Source: an optimization exercise on an open RTL-to-GDS flow (aim: small area). Production flows keep margins and buffers that such runs may drop. In this exercise RTL edits were held to simulation tests only and were not proved equivalent to the original.

==> flow/design.v, too long to show whole: its modules and the start of the top module <==
// module gb_fa: 4 lines
// module gb_ha: 4 lines
// module gaussian_blur: 1647 lines
module gaussian_blur #(
   parameter PIXEL_DEPTH = 8,
   parameter KERNEL_SIZE = 7,
   parameter PPC = 1
) (
   input bit clk,
   input bit rst_n,
   input logic [KERNEL_SIZE*(KERNEL_SIZE+PPC-1)*PIXEL_DEPTH-1:0] in_data,
   output logic [PIXEL_DEPTH-1:0] out_pixel
);
  // ...
==> flow/run.sh <==
#!/bin/bash
# synth_recipe.tcl (not shown) runs the flow's synth.tcl, then flattens the netlist and writes it again
# the make line also repeats each setting of config.mk as NAME=value (left out here)
make -C /OpenROAD-flow-scripts/flow DESIGN_CONFIG=/design/flow/config.mk WORK_HOME=/design/flow/orfs CLKGATE_MAP_FILE= SYNTH_SCRIPT=/design/flow/synth_recipe.tcl finish
==> flow/config.mk <==
export PLATFORM = sky130hd
export DESIGN_NAME = gaussian_blur
export DESIGN_NICKNAME = gaussian_blur
export VERILOG_FILES = /design/flow/design.v
export SDC_FILE = /design/flow/constraint.sdc
export NUM_CORES = 4
export LEC_CHECK = 0
export CAP_MARGIN = 20
export CORE_MARGIN = 2
export CORE_UTILIZATION = 40
export CTS_BUF_LIST = sky130_fd_sc_hd__clkbuf_2
export SLEW_MARGIN = 20
export SYNTH_HIERARCHICAL = 1
export SYNTH_MINIMUM_KEEP_SIZE = 0
==> flow/constraint.sdc <==
create_clock -name core_clock -period 16.0 [get_ports {clk}]
set_input_delay 3.2000 -clock core_clock [delete_from_list [all_inputs] [get_ports {clk}]]
set_output_delay 3.2000 -clock core_clock [all_outputs]
set_load 0.01 [all_outputs]
==> qor.csv, run 1 <==
stage,metric,value,unit
status,status,finished clean,
worst_setup_path,Bufs and invs on worst path,2,
final_layout,antenna cell count,0,
final_layout,area of the multi-input gates,9970,µm²
final_layout,largest registers,out_pixel x8,
final_layout,"commonest non-fill, non-tap cell in the layout",fa_1,
placed_design,final RePlAce weighted congestion,0.911,
timing,Fin. Hold Viols,0,
drt,Iteration-0 DRC Markers,107,
global_routing,GRT overflow,0,
final_layout,inverters,57,
synth,fraction of registers with async set/reset,0,%
final_layout,Reg area,160,µm²
hold_path,HP Start,rst_n,
final_layout,top cell category,multi-input gates,
final_layout,fin cells,1324,
final_layout,clock tree cell share of total cell area,0.102,%
final_layout,"Non-clock buffers, area share",27.1,%
clocking,CTS tree,done,
hold_path,terminating pin of the worst hold path,out_pixel[6],
final_layout,layout cells sized above 1,0.302,%
clocking,clock-pin slew on the worst setup and hold paths,80,ps
synth,Post-Synth XOR/XNOR Area,0.339,%
drt,WL met3,1050,µm
final_layout,Nets,1891,
final_layout,num sequential,8,
drt,Pre-Repair DR Iteration Count,4,
==> inputs of run 2 (changes only) <==
==> flow/flow/run.sh (new file) <==
#!/bin/bash
set -euo pipefail
export BUFFER_PORTS_ARGS="-buffer_cell sky130_fd_sc_hd__buf_1"
bash standard.sh > standard_flow.log 2>&1
==> flow/standard.sh (new file) <==
#!/bin/bash
# synth_recipe.tcl (not shown) runs the flow's synth.tcl, then flattens the netlist and writes it again
# the make line also repeats each setting of config.mk as NAME=value (left out here)
make -C /OpenROAD-flow-scripts/flow DESIGN_CONFIG=/design/flow/config.mk WORK_HOME=/design/flow/orfs CLKGATE_MAP_FILE= SYNTH_SCRIPT=/design/flow/synth_recipe.tcl "${@:-finish}"
removed: flow/run.sh
==> run 2 against run 1 <==
Net effect: still clean; synthesized cell count is the same; core utilization shrank 9.9 points; setup slack gained 480 ps; sequential share of layout area grew 0.22 points; clock-buffer cell count is the same; final cell count is essentially flat; global-route usage shrank 3.1 points; cell area shrank 17%; via count shrank 2.8%; fmax grew 3.4%.
==> qor.csv, run 2 <==
stage,metric,value,unit,change
status,status,finished clean,,
clocking,CTS Hold Bufs,0,,
hold_path,HP Start,rst_n,,
timing,f_max,70.0,MHz,
synth,mapped cell area,10300,µm²,
clocking,CTS tree,done,,
hold_path,Worst Hold Depth,2,,
worst_setup_path,crit path max fanout,3,,
drt,post-route ant nets,0,,
final_layout,max FFs per register,8,,
drt,DRC,0,,
clocking,TritonCTS Buffers,3,,
final_layout,Finished Cell Area,12300,µm²,
synth,post-synthesis cell type count,17,,
final_layout,"commonest non-fill, non-tap cell in the layout",fa_1,,
global_routing,largest net degree at the start of global routing,9,,
placed_design,final RePlAce weighted congestion,0.887,,-2.6%
final_layout,"Most flops, register",out_pixel,,
synth,Cells after Synth,590,,
synth,synthesis warning total,7,,
timing,Final Slew Violations,0,,
worst_setup_path,CP max stage cell,fa_1,,
worst_setup_path,Critical Setup Path Class,primary input to flip-flop,,
global_routing,first-pass GRT wire length,38800,µm,
clocking,Longest Clk Path Bufs,2,,
floorplanning,I/O pin count,402,,
clocking,CTS Sinks,8,,
clocking,Root Driver,clkbuf_2,,
placed_design,placed inst area,12300,µm²,
floorplanning,DIE WIDTH,165,µm,
drt,mean number of vias per cell,4.52,,
floorplanning,Starting Density,41.0,%,
timing,Tcrit/Tclk final,89.3,%,
clocking,H-tree depth,1,,
drt,Pre-Repair DR Iteration Count,6,,+2
timing,total negative setup slack,0,ps,
synth,Post-synth top cells,"fa_1 (471), inv_1 (57), ha_1 (30)",,
synth,syn_nets,1485,,
timing,RSZ-0062 raised after global routing,no,,
floorplanning,die area,27200,µm²,
global_routing,Total Routing Usage GR,18.8,%,
global_routing,initial antenna violation count,0,,
clocking,clock-pin slew on the worst setup and hold paths,80,ps,about the same
synth,Yosys top cell area share,91.2,%,
global_routing,GRT overflow,0,,unchanged
final_layout,Nets,1891,,unchanged
placed_design,Inst Count DP,1321,,
worst_setup_path,Worst Setup End Kind,flip-flop,,
timing,final setup violating endpoints,0,,
hold_path,terminating pin of the worst hold path,out_pixel[7],,
synth,fraction of registers with async set/reset,0,%,unchanged
worst_setup_path,"slowest stage delay, CP",580,ps,
timing,worst slew pin tran,386,ps,
hold_path,HP Class,primary input to flip-flop,,
clocking,postcts setup bufs,0,,
synth,largest area contributor in the netlist,fa_1,,
global_routing,via count of the first global-routing pass,7755,,
final_layout,fin cells,1325,,+0.076%
timing,Fin. Hold Viols,0,,unchanged
flow_run,max_cap viols,0,,
floorplanning,Die H,165,µm,
timing,Max-slew headroom,74.2,%,
placed_design,port bufs,401,,
synth,top post-synthesis cells by area,"fa_1 (91%), ha_1 (3.6%), inv_1 (2.1%), dfxtp_1 (1.5%), and2_1 (0.36%)",,
synth,most frequent cell after synthesis,fa_1,,
floorplanning,Core Box Area,25300,µm²,
worst_setup_path,cell mode on critical path,fa_1,,
synth,Yosys reg bits,8,,
synth,"EDFF count, synth",0,,
drt,final WL,23600,µm,
placed_design,Post-DP HPWL,24700,µm,
worst_setup_path,startpoint types,primary input,,
floorplanning,# rows,58,,
final_layout,most frequent cells in the layout,"fa_1 (471), buf_1 (401), inv_1 (57)",,
drt,Iteration-0 DRC Markers,99,,-7.5%
drt,wire per inst,17.8,µm,
final_layout,Area Growth Syn to Fin,18.7,%,
worst_setup_path,"Req. time, crit path",16130,ps,
clocking,Post-CTS Resized,0,,
timing,fin crit period,14280,ps,
final_layout,largest registers,out_pixel x8,,
drt,vias,5986,,
worst_setup_path,Worst EP arrival,14420,ps,
synth,Synth Area per Inst,17.5,µm²,
synth,post-synthesis sequential area ratio,1.55,%,
synth,top_reg_cell synth,dfxtp_1,,
final_layout,layout cells sized above 1,0.302,%,unchanged
## run 2: cell counts after synthesis
Identical to the previous run, type by type.
## run 2: cells by family (layout without fill, tap and decap cells)
| kind of cell | Yosys count | in the layout | share of synthesized area, % |
|---|---|---|---|
| XOR/XNOR | 4 | 4 | 0.339 |
| flip-flops | 8 | 8 | 1.55 |
| AO/OA/AOI/OAI | 8 | 8 | 0.532 |
| AND/OR/NAND/NOR | 11 | 11 | 0.629 |
| other | 0 | 1 | 0 |
| adder cells (fa/ha/maj) | 502 | 502 | 94.9 |
| buffers and inverters | 57 | 461 | 2.07 |
## run 2: metrics by stage
| stage | util, % | hold slack [ps] | setup slack, ps |
|---|---|---|---|
| finish | 48.6 | 3320 | 1720 |
| global route | 48.6 | 3340 | 1330 |
| CTS | 48.6 | 3310 | 1640 |
| detailed placement | 48.6 | 3560 | 1380 |
| global placement | 48.6 | 3560 | 1540 |
| floorplan | - | 3320 | 1900 |
## run 2: worst max path at each step
stage,from,slack [ps],endpoint
6_report,in_data[153],1720,out_pixel[7]
5_1_grt,in_data[73],1330,out_pixel[7]
4_1_cts,in_data[73],1640,out_pixel[7]
3_5_place_dp,in_data[73],1380,out_pixel[7]
3_3_place_gp,in_data[73],1540,out_pixel[7]
2_1_floorplan,in_data[73],1900,out_pixel[7]
## run 2: worst max-delay path, delay by kind of cell
family / cells / cell delay [ps]
xor+xnor: 2 / 300
fa+ha+maj: 25 / 10590
buf+inv: 2 / 160
simple gates: 1 / 150
## run 2: per-layer routing
layer  up-vias  wire length (µm)  GRT usage, %
met5         -                 0             0
met4         0               306          2.17
met3        22              1020          1.56
met2       161             13100          34.0
met1      3230              9110          26.0
li1       2573                 -             -
## run 2: layout make-up
cell class / count / area [µm²]
inverter: 57 / 214
antenna: 1 / 2.50
sequential: 8 / 160
fill: 2268 / 13000
clock buffer: 3 / 15.0
timing repair buffer: 401 / 1510
tap: 330 / 413
multi-input combinational: 525 / 9970
## run 2: per-module statistics from Yosys, one instance, submodules excluded
module,flops+latches,cell area [µm²],cells inside,times used
gaussian_blur,8,639,97,1
gb_fa,0,20.0,1,471
gb_ha,0,12.5,1,22

[port drivers added, routing unchanged]
The results above use ideal ports. As a check the final layouts listed here were re-extracted and re-timed, cells and wires unchanged.
Step 1 sets driving cells, clkbuf_16 on the clock port and buf_2 on the other inputs (assumed; they add their load-dependent delay and slew).
Step 2 also shifts input and output timing later by t, the mid clock arrival at the registers, as if the neighbouring blocks saw the same clock.
Three values: no drivers, after step 1, after step 2; two values: the first two.
run	t (ns)	setup WS [ns]	worst setup path after step 2	clock arrival spread, ns	slew at the worst register clock pin (ns)
run 1	0.254	1.233 / 1.219 / 0.965	input to register	0.006 / 0.007	0.08 / 0.08
run 2	0.243	1.717 / 1.707 / 1.464	input to register	0.009 / 0.009	0.08 / 0.08
After both steps setup and hold are still met in every run listed. For run 1, which loses most, drivers alone change the setup slack by -0.014 ns; drivers and shift together by -0.268 ns.
